What follows belongs to an exercise in optimizing a design on an open flow for small area, a short achievable clock period and few clock cycles; a production flow would make more cautious choices.
Only simulation tests tie the RTL to the original design; equivalence was not proved.
Power figures rest on the tool's default switching activity, not on a simulated workload.

**flow/config.mk**
```make
export PLATFORM = sky130hd
export DESIGN_NAME = chip
export DESIGN_NICKNAME = chip
export VERILOG_FILES = /design/flow/design.v
export SDC_FILE = /design/flow/constraint.sdc
export NUM_CORES = 4
export LEC_CHECK = 0
export CAP_MARGIN = 20
export CORE_MARGIN = 2
export CORE_UTILIZATION = 55
export CTS_BUF_LIST = sky130_fd_sc_hd__clkbuf_4 sky130_fd_sc_hd__clkbuf_8
export PLACE_DENSITY = 0.65
export SLEW_MARGIN = 20
```
**flow/constraint.sdc**
```tcl
create_clock -name core_clock -period 10.0 [get_ports {clk}]
set_input_delay 2.0000 -clock core_clock [delete_from_list [all_inputs] [get_ports {clk}]]
set_output_delay 2.0000 -clock core_clock [all_outputs]
set_load 0.01 [all_outputs]
```
**flow/design.v**
```verilog
module chip #(
    parameter int IN_BYTES  = 7,
    parameter int OUT_BYTES = 6
)(
    input wire clk,
    input wire rst_n,
    input wire in_valid,
    output reg in_ready,
    input  wire [7:0] in_data,
    output reg out_valid,
    input wire out_ready,
    output reg [7:0] out_data
);
    function automatic [7:0] crc8_upd(input [7:0] c, input [7:0] b);
        reg [7:0] t;
        integer i;
        begin
            t = c ^ b;
            for (i = 0; i < 8; i = i + 1)
                t = t[7] ? ((t << 1) ^ 8'h07) : (t << 1);
            crc8_upd = t;
        end
    endfunction
    function automatic [3:0] msb10(input [9:0] v);
        integer j;
        begin
            msb10 = 0;
            for (j = 0; j < 10; j = j + 1)
                if (v[j]) msb10 = j[3:0];
        end
    endfunction
    reg [2:0] icnt;      
    reg [7:0] din;       
    reg       acc_r;     
    reg [7:0] P;         
    reg       sg;        
    reg       dv;        
    reg       dfirst;    
    reg [9:0] S;         
    reg [7:0] Y;         
    reg [7:0] Z;         
    reg [7:0] crc_i;     
    reg       pok;       
    reg       full;      
    localparam [2:0] O_LOAD = 3'd0, O_B0 = 3'd1, O_B1 = 3'd2, O_B2 = 3'd3,
                     O_B3 = 3'd4, O_B4 = 3'd5, O_B5 = 3'd6, O_IDLE = 3'd7;
    reg [2:0] ost;
    reg       lat;       
    reg [3:0] sh;
    reg       ok;
    reg [7:0] crc_o;     
    wire accept = in_valid & in_ready;
    wire ovalid = (ost != O_LOAD) && (ost != O_IDLE);    
    wire fire   = ovalid & out_ready;
    wire k0   = (icnt == 3'd1);
    wire k1   = (icnt == 3'd2);
    wire k4   = (icnt == 3'd5);
    wire k5   = (icnt == 3'd6);
    wire k6   = (icnt == 3'd0);
    wire kodd = (icnt == 3'd2) || (icnt == 3'd4) || (icnt == 3'd6);
    wire       zpair = k5;
    wire [8:0] tsum  = {P[7], P} + {~din[7], ~din} + {8'd0, ~zpair};
    wire [8:0] dnew  = tsum ^ {9{zpair}};
    wire [9:0] s_base = dfirst ? 10'd0 : S;
    wire [9:0] s_new  = s_base + {2'b00, P ^ {8{sg}}} + {9'd0, sg};
    wire [7:0] crc_i_new = crc8_upd(k0 ? 8'h00 : crc_i, din);
    wire       proc6     = acc_r && k6;
    wire ost_end  = ost[2] & ost[1];                        
    wire latch_ok = full && !lat && ost_end;
    wire go       = (lat || latch_ok) && (ost == O_IDLE || (ost == O_B5 && out_ready));
    wire       use_z = ~ost[2] & ost[1];                    
    wire       hi    = ~ost[2] & ~ost[0];                   
    wire [7:0] v     = use_z ? Z : Y;
    wire [16:0] lsrc = {v[7], v, 8'h00};
    wire [16:0] lres = lsrc >> sh;
    wire        hbit = (sh[3] | (sh[2:0] == 3'd7)) ? v[7] : v[sh[2:0]];
    wire [7:0]  vbyte = ~ok ? 8'h00 : hi ? {{7{v[7]}}, hbit} : lres[7:0];
    wire [7:0]  crc_o_new = crc8_upd((ost == O_LOAD) ? 8'h00 : crc_o, vbyte);
    wire [2:0] icnt_inc = (icnt == 3'd6) ? 3'd0 : icnt + 3'd1;
    wire [2:0] icnt_n   = accept ? icnt_inc : icnt;
    wire       full_n   = (full & ~latch_ok) | proc6;
    wire       lat_n    = (lat | latch_ok) & ~go;
    wire [2:0] ost_n    = go ? O_LOAD : (ost == O_LOAD || fire) ? ost + 3'd1 : ost;
    wire on_byte  = (icnt == 3'd1) || (icnt == 3'd4) || (icnt == 3'd6);    
    wire pre_byte = (icnt == 3'd0) || (icnt == 3'd3) || (icnt == 3'd5);    
    wire t1 = (icnt == 3'd0) || (icnt == 3'd1);
    wire t4 = (icnt == 3'd3) || (icnt == 3'd4);
    wire       go0    = (lat || latch_ok) && (ost == O_IDLE);
    wire       go1    = (lat || latch_ok) && ost_end;
    wire       lat_n0 = (lat | latch_ok) & ~go0;
    wire       lat_n1 = (lat | latch_ok) & ~go1;
    wire [2:0] ost_n0 = go0 ? O_LOAD : (ost == O_LOAD) ? O_B0 : ost;
    wire [2:0] ost_n1 = go1 ? O_LOAD : (ost == O_LOAD || ovalid) ? ost + 3'd1 : ost;
    function automatic cond(input ty1, input ty4, input fl, input lt, input [2:0] os);
        if (ty1)      cond = ~fl | (~lt & os[2] & os[1]);    
        else if (ty4) cond = ~lt & (os[2] | os[1]);           
        else          cond = ~lt & os[2];                     
    endfunction
    wire c0 = cond(t1, t4, full_n, lat_n0, ost_n0);
    wire c1 = cond(t1, t4, full_n, lat_n1, ost_n1);
    wire c  = out_ready ? c1 : c0;
    wire ready_n = c | ~(on_byte | pre_byte) | (on_byte & accept) | (pre_byte & ~accept);
    always @(posedge clk) begin
        din <= in_data;
        if (!rst_n) begin
            icnt      <= 3'd0;
            acc_r     <= 1'b0;
            dv        <= 1'b0;
            full      <= 1'b0;
            lat       <= 1'b0;
            ost       <= O_IDLE;
            out_valid <= 1'b0;
            in_ready  <= 1'b1;
        end else begin
            icnt     <= icnt_n;
            acc_r    <= accept;
            full     <= full_n;
            lat      <= lat_n;
            ost      <= ost_n;
            in_ready <= ready_n;
            dv       <= acc_r & kodd;
            if (ost == O_LOAD) out_valid <= 1'b1;
            else if (fire && ost == O_B5) out_valid <= 1'b0;
        end
        if (acc_r) begin
            crc_i <= crc_i_new;
            if (k6) pok <= (crc_i_new == 8'h00);
            if (kodd) begin
                P      <= dnew[7:0];
                sg     <= dnew[8];
                dfirst <= k1;
            end else begin
                P      <= din;
            end
            if (k4) Y <= P;
            if (k6) Z <= P;
        end
        if (dv) S <= s_new;
        if (latch_ok) begin
            sh <= msb10(S);
            ok <= pok;
        end
        if (ost == O_LOAD) begin
            out_data <= vbyte;
            crc_o    <= crc_o_new;
        end else if (fire) begin
            case (ost)
                O_B0, O_B1, O_B2: out_data <= vbyte;
                O_B3:             out_data <= crc_o;
                O_B4:             out_data <= ok ? 8'h01 : 8'h02;
                default:          ;
            endcase
            if (ost == O_B0 || ost == O_B1 || ost == O_B2) crc_o <= crc_o_new;
        end
    end
endmodule
```
**flow/flow/run.sh**
```bash
#!/bin/bash
# Layout flow: the standard layout (standard.sh, which runs ORFS with the
# unchanged standard synthesis, floorplan, power grid and tap cells, placement,
# CTS and routing at the design's clock and constraints) with three changes to
# how the layout is made:
#   - the timing-repair steps aim at 7.1 ns of setup slack instead of 0, so the
#     resizer also shortens paths that already meet the 10 ns clock (the
#     constraints in constraint.sdc are not changed);
#   - the buffer that ORFS puts on every input and output port starts as
#     buf_1, which the resizer sizes up where timing needs it;
#   - clock tree synthesis uses clkbuf_4/clkbuf_8 and adds no dummy loads.
# make's full output goes to standard_make.log; each ORFS step keeps its own
# log under orfs/logs/.
set -euo pipefail
bash standard.sh \
    SETUP_SLACK_MARGIN=7.1 \
    "BUFFER_PORTS_ARGS=-buffer_cell sky130_fd_sc_hd__buf_1" \
    "CTS_ARGS=-sink_clustering_enable -repair_clock_nets -dont_use_dummy_load -buf_list {sky130_fd_sc_hd__clkbuf_4 sky130_fd_sc_hd__clkbuf_8}" \
    finish > standard_make.log 2>&1
```
**flow/standard.sh**
```bash
#!/bin/bash
# synth_recipe.tcl (not shown) runs the flow's synth.tcl, then flattens the netlist and writes it again
# the make line also repeats each setting of config.mk as NAME=value (left out here)
make -C /OpenROAD-flow-scripts/flow DESIGN_CONFIG=/design/flow/config.mk WORK_HOME=/design/flow/orfs CLKGATE_MAP_FILE= SYNTH_SCRIPT=/design/flow/synth_recipe.tcl "${@:-finish}"
```
==> run_results.csv <==
group,metric,value,unit
clocking,htree_levels,3,
critical_path,crit_chain,"buf_1",
place,place.gp.congestion,0.8303,
sta,fin_worst_skew,17.36,ps
die,start_util,0.5574,
sta,finalCritPeriodShare,0.2826,
pwr,p_switching,0.0004306,W
logic_synthesis,synth_top_area_share,0.3689,
critical_path,cp.arrival,830,ps
grt,grt_max_degree,20,
sta,slew_headroom,0.4264,
status,status,"no timing/DRC/antenna violations",
critical_path,crit_family,"flip-flops",
logic_synthesis,syn_inst,528,
die,top_level_ports,22,
grt,grt_busiest_layer,"met2",
pwr,power_density,207.5,nW/um^2
sta,rsz0062_at_grt,"false",
clocking,clk_pin_slew_worst_paths,80,ps
grt,grt_overflow,0,
finish,nets,579,
critical_path,startpoint_type,"flop",
critical_path,path_depth,1,
critical_path,cp_num_buf_inv,1,
die,fp-row-count,36,
drt,drt_iter0_drc,155,
critical_path,slowest_stage,"edfxtp_1",
place,hpwl,7773,um
clocking,cts_buffers,9,
logic_synthesis,ys.flop_type,"edfxtp_1",
logic_synthesis,syn_nets,565,
critical_path,endpoint,"out_data[5]",
logic_synthesis,synth_seq_area_share,0.4434,
finish,drive_above_1_share,0.07593,
logic_synthesis,synth_cell_types,64,
grt,grt_antenna_before_repair,0,
critical_path,r2r-end,"pok",
drt,ant_nets,0,
die,die_area,10580,sq um
pwr,power.leakage,2.261,nW
sta,timing.fmax,353.9,MHz
die,die_h,102.8,um
critical_path,path_class,"reg2out",
sta,maxSlewViolCount,0,
grt,grt_pass1_wl,17430,um
drt,vias,3784,
grt,grtUsageMet1,0.2862,
pwr,clkPwrFrac,0.159,
critical_path,critPathLaunch,"out_data[5]",
grt,grt_pass1_vias,3558,
finish,multi_input_area,2823,sq um
drt,wl_per_cell,15.69,um
drt,viasPerCell,5.623,
logic_synthesis,syn_area,5373,sq um
finish,final_area,5743,sq um
run,cap_viol_max_count,0,
drt,wl,10560,um
critical_path,reg2reg_from,"icnt[0]",
logic_synthesis,ys_ff_latch,86,
critical_path,slowest_delay,360,ps
logic_synthesis,synth_top_area_cell,"edfxtp_1",
pwr,combPwrFrac,0.415,
grt,grt_usage,0.2145,
pwr,power_frac_seq,0.426,
sta,period_minus_slack,2826,ps
finish,seqCellArea,2389,sq um
die,die_x,102.8,um
logic_synthesis,ys_warn_count,1,
critical_path,r2r_cells,8,
pwr,p_int,0.0007613,W
critical_path,critical_path.endpoint_type,"output port",
finish,antennaDiodeCount,0,
clocking,clockRootBuffer,"clkbuf_8",
grt,grt_use_met3,0.02780,
finish,n_fill_cell,840,
logic_synthesis,netlist_top_cells_area,"edfxtp_1 (37%), xnor2_1 (7.8%), dfxtp_1 (7.5%)",
critical_path,r2r_slack,7260,ps
drt,remaining_drc_errors,0,
grt,grt_use_met2,0.3560,
clocking,cts_tree,"built",
clocking,cts_sinks,86,
logic_synthesis,synth_edf_count,66,
clocking,cts_hold_buf,0,
pwr,sw_frac_of_total,0.3613,
sta,setup-tns-final,0,ps
clocking,clkLatencyLatePin,350,ps
worst_hold_path,hold_class,"reg2reg",
logic_synthesis,synthArstFlopShare,0,
die,core,9639,sq um
critical_path,crit_required,8000,ps
place,port-buffer-count,21,
logic_synthesis,avgSynthCellArea,10.18,sq um
sta,hold_viol_final,0,
critical_path,critPathMaxFanout,1,
sta,holdWs,422.5,ps
clocking,cts_buffer_depth,2,
finish,area_delta_synth_final,6.893,%
pwr,vdd_drop_max,0.0001548,V
sta,setup_viol,0,
place,dpl_cell_area,5518,sq um
sta,tightest_slew,857.3,ps
drt,first_pass_iters,5,
[synth_stat cells (3+ instances only)]
cell type / count
edfxtp_1: 66
nand2_1: 62
xnor2_1: 48
o21ai_0: 35
nor2_1: 33
xor2_1: 27
inv_1: 26
a21oi_1: 23
ha_1: 23
dfxtp_1: 20
mux2i_1: 20
clkbuf_1: 16
nor2b_1: 15
nand3_1: 10
a21o_1: 8
and3_1: 6
a31oi_1: 5
and2_1: 5
nand2b_1: 5
a211oi_1: 4
buf_6: 4
nor3_1: 4
o21bai_1: 4
a22oi_1: 3
mux2_2: 3
mux4_2: 3
o21a_1: 3
[worst min path at each step]
stage	start	endpoint	cells past startpoint
floorplan	pok	ok	0
global placement	pok	ok	0
detailed placement	pok	ok	0
CTS	pok	ok	0
global route	pok	ok	0
finish	pok	ok	0
[timing repair]
action	in CTS	in global routing
setup buffers	4	1
gates cloned	0	0
resized for setup	2	8
setup endpoints to repair	11	20
pin swaps	1	2
[metal layers]
layer	wire (um)	up-vias
met1	4844	1808
met4	208	0
met2	5220	71
met3	284	15
li1	-	1890
met5	0	-
[through the flow]
| step | instances | worst slack [ps] | power (W) | utilization |
|---|---|---|---|---|
| after floorplan | 528 | 7103 | 0.0008996 | - |
| after global placement | 659 | 6864 | 0.0009766 | 0.5724 |
| after detailed placement | 659 | 6815 | 0.0009887 | 0.5724 |
| after CTS | 672 | 7104 | 0.001187 | 0.5919 |
| after global routing | 673 | 7095 | 0.001279 | 0.5958 |
| final | 673 | 7174 | 0.001192 | 0.5958 |
[power by group through the flow]
stage	registers (W)	logic (W)	clock network [W]
3_3_place_gp	0.000516	0.000461	0
6_report	0.000508	0.000495	0.000189
3_5_place_dp	0.000516	0.000472	0
2_1_floorplan	0.000494	0.000405	0
5_1_grt	0.000516	0.000554	0.000209
4_1_cts	0.000507	0.000486	0.000195
[state kept, by name, summed over array words and instances (netlist names), 3 cells and up]
register,cells
crc_i,8
Y,8
crc_o,8
sh,4
S,10
Z,8
din,8
ost,3
icnt,3
P,8
out_data,8
[layout make-up]
cell class	instances	share of cell area
Multi-Input combinational cell	393	0.4915
Clock buffer	9	0.02157
Timing Repair Buffer	26	0.02505
Inverter	26	0.01699
Sequential cell	86	0.4159
Tap cell	133	0.02898
[cells by family after synthesis]
kind of cell             count (synthesis)  synth area share
XOR/XNOR                                76            0.1253
multiplexers                            29           0.06660
AND/OR/NAND/NOR                        154            0.1353
flip-flops                              86            0.4434
buffers and inverters                   49           0.04029
AO/OA/AOI/OAI                          109            0.1281
adder cells (fa/ha/maj)                 25           0.06102
[layout by cell type (no fill, tap or decap), types with 3 or more instances in the layout]
master / Yosys / final
edfxtp_1: 66 / 66
buf_4: 0 / 3
buf_1: 1 / 19
a21oi_1: 23 / 23
mux2_2: 3 / 3
nor2_1: 33 / 33
xnor2_2: 0 / 3
mux2i_1: 20 / 20
nand2b_1: 5 / 5
mux4_2: 3 / 3
and3_1: 6 / 6
nand3_1: 10 / 10
nor2b_1: 15 / 15
ha_1: 23 / 23
xor2_1: 27 / 27
a31oi_1: 5 / 5
and2_1: 5 / 5
a22oi_1: 3 / 3
inv_1: 26 / 25
nand2_1: 62 / 62
o21ai_0: 35 / 35
xnor2_1: 48 / 45
a211oi_1: 4 / 4
a21o_1: 8 / 8
o21bai_1: 4 / 4
dfxtp_1: 20 / 17
nor3_1: 4 / 4
clkbuf_8: 0 / 9
Testbench counts, summed over its fixed seeds: cycles 2,760.

==> afterwards: timing with drivers on the ports <==
No port has a modelled driver above. Below, the same layout with a new extraction and two added sets of constraints.
Step 1: set_driving_cell puts a clkbuf_16 on clk and a buf_2 on each other input, an assumption about the parent block.
Step 2 also shifts input and output timing later by t, the mid clock arrival at the registers, as if the neighbouring blocks saw the same clock.
Slacks: ideal ports / drivers / drivers and shift; pairs: ideal ports / drivers.
t (ns): 0.377
slack for setup (ns): 7.174 / 7.141 / 6.849
worst setup path after step 2: input to register
worst register clock-pin slew, ns: 0.08 / 0.08
cell pins on the clock port's net: 1
After both steps this run still meets setup and hold. For this run, drivers alone change the setup slack by -0.033 ns; drivers and shift together by -0.325 ns.
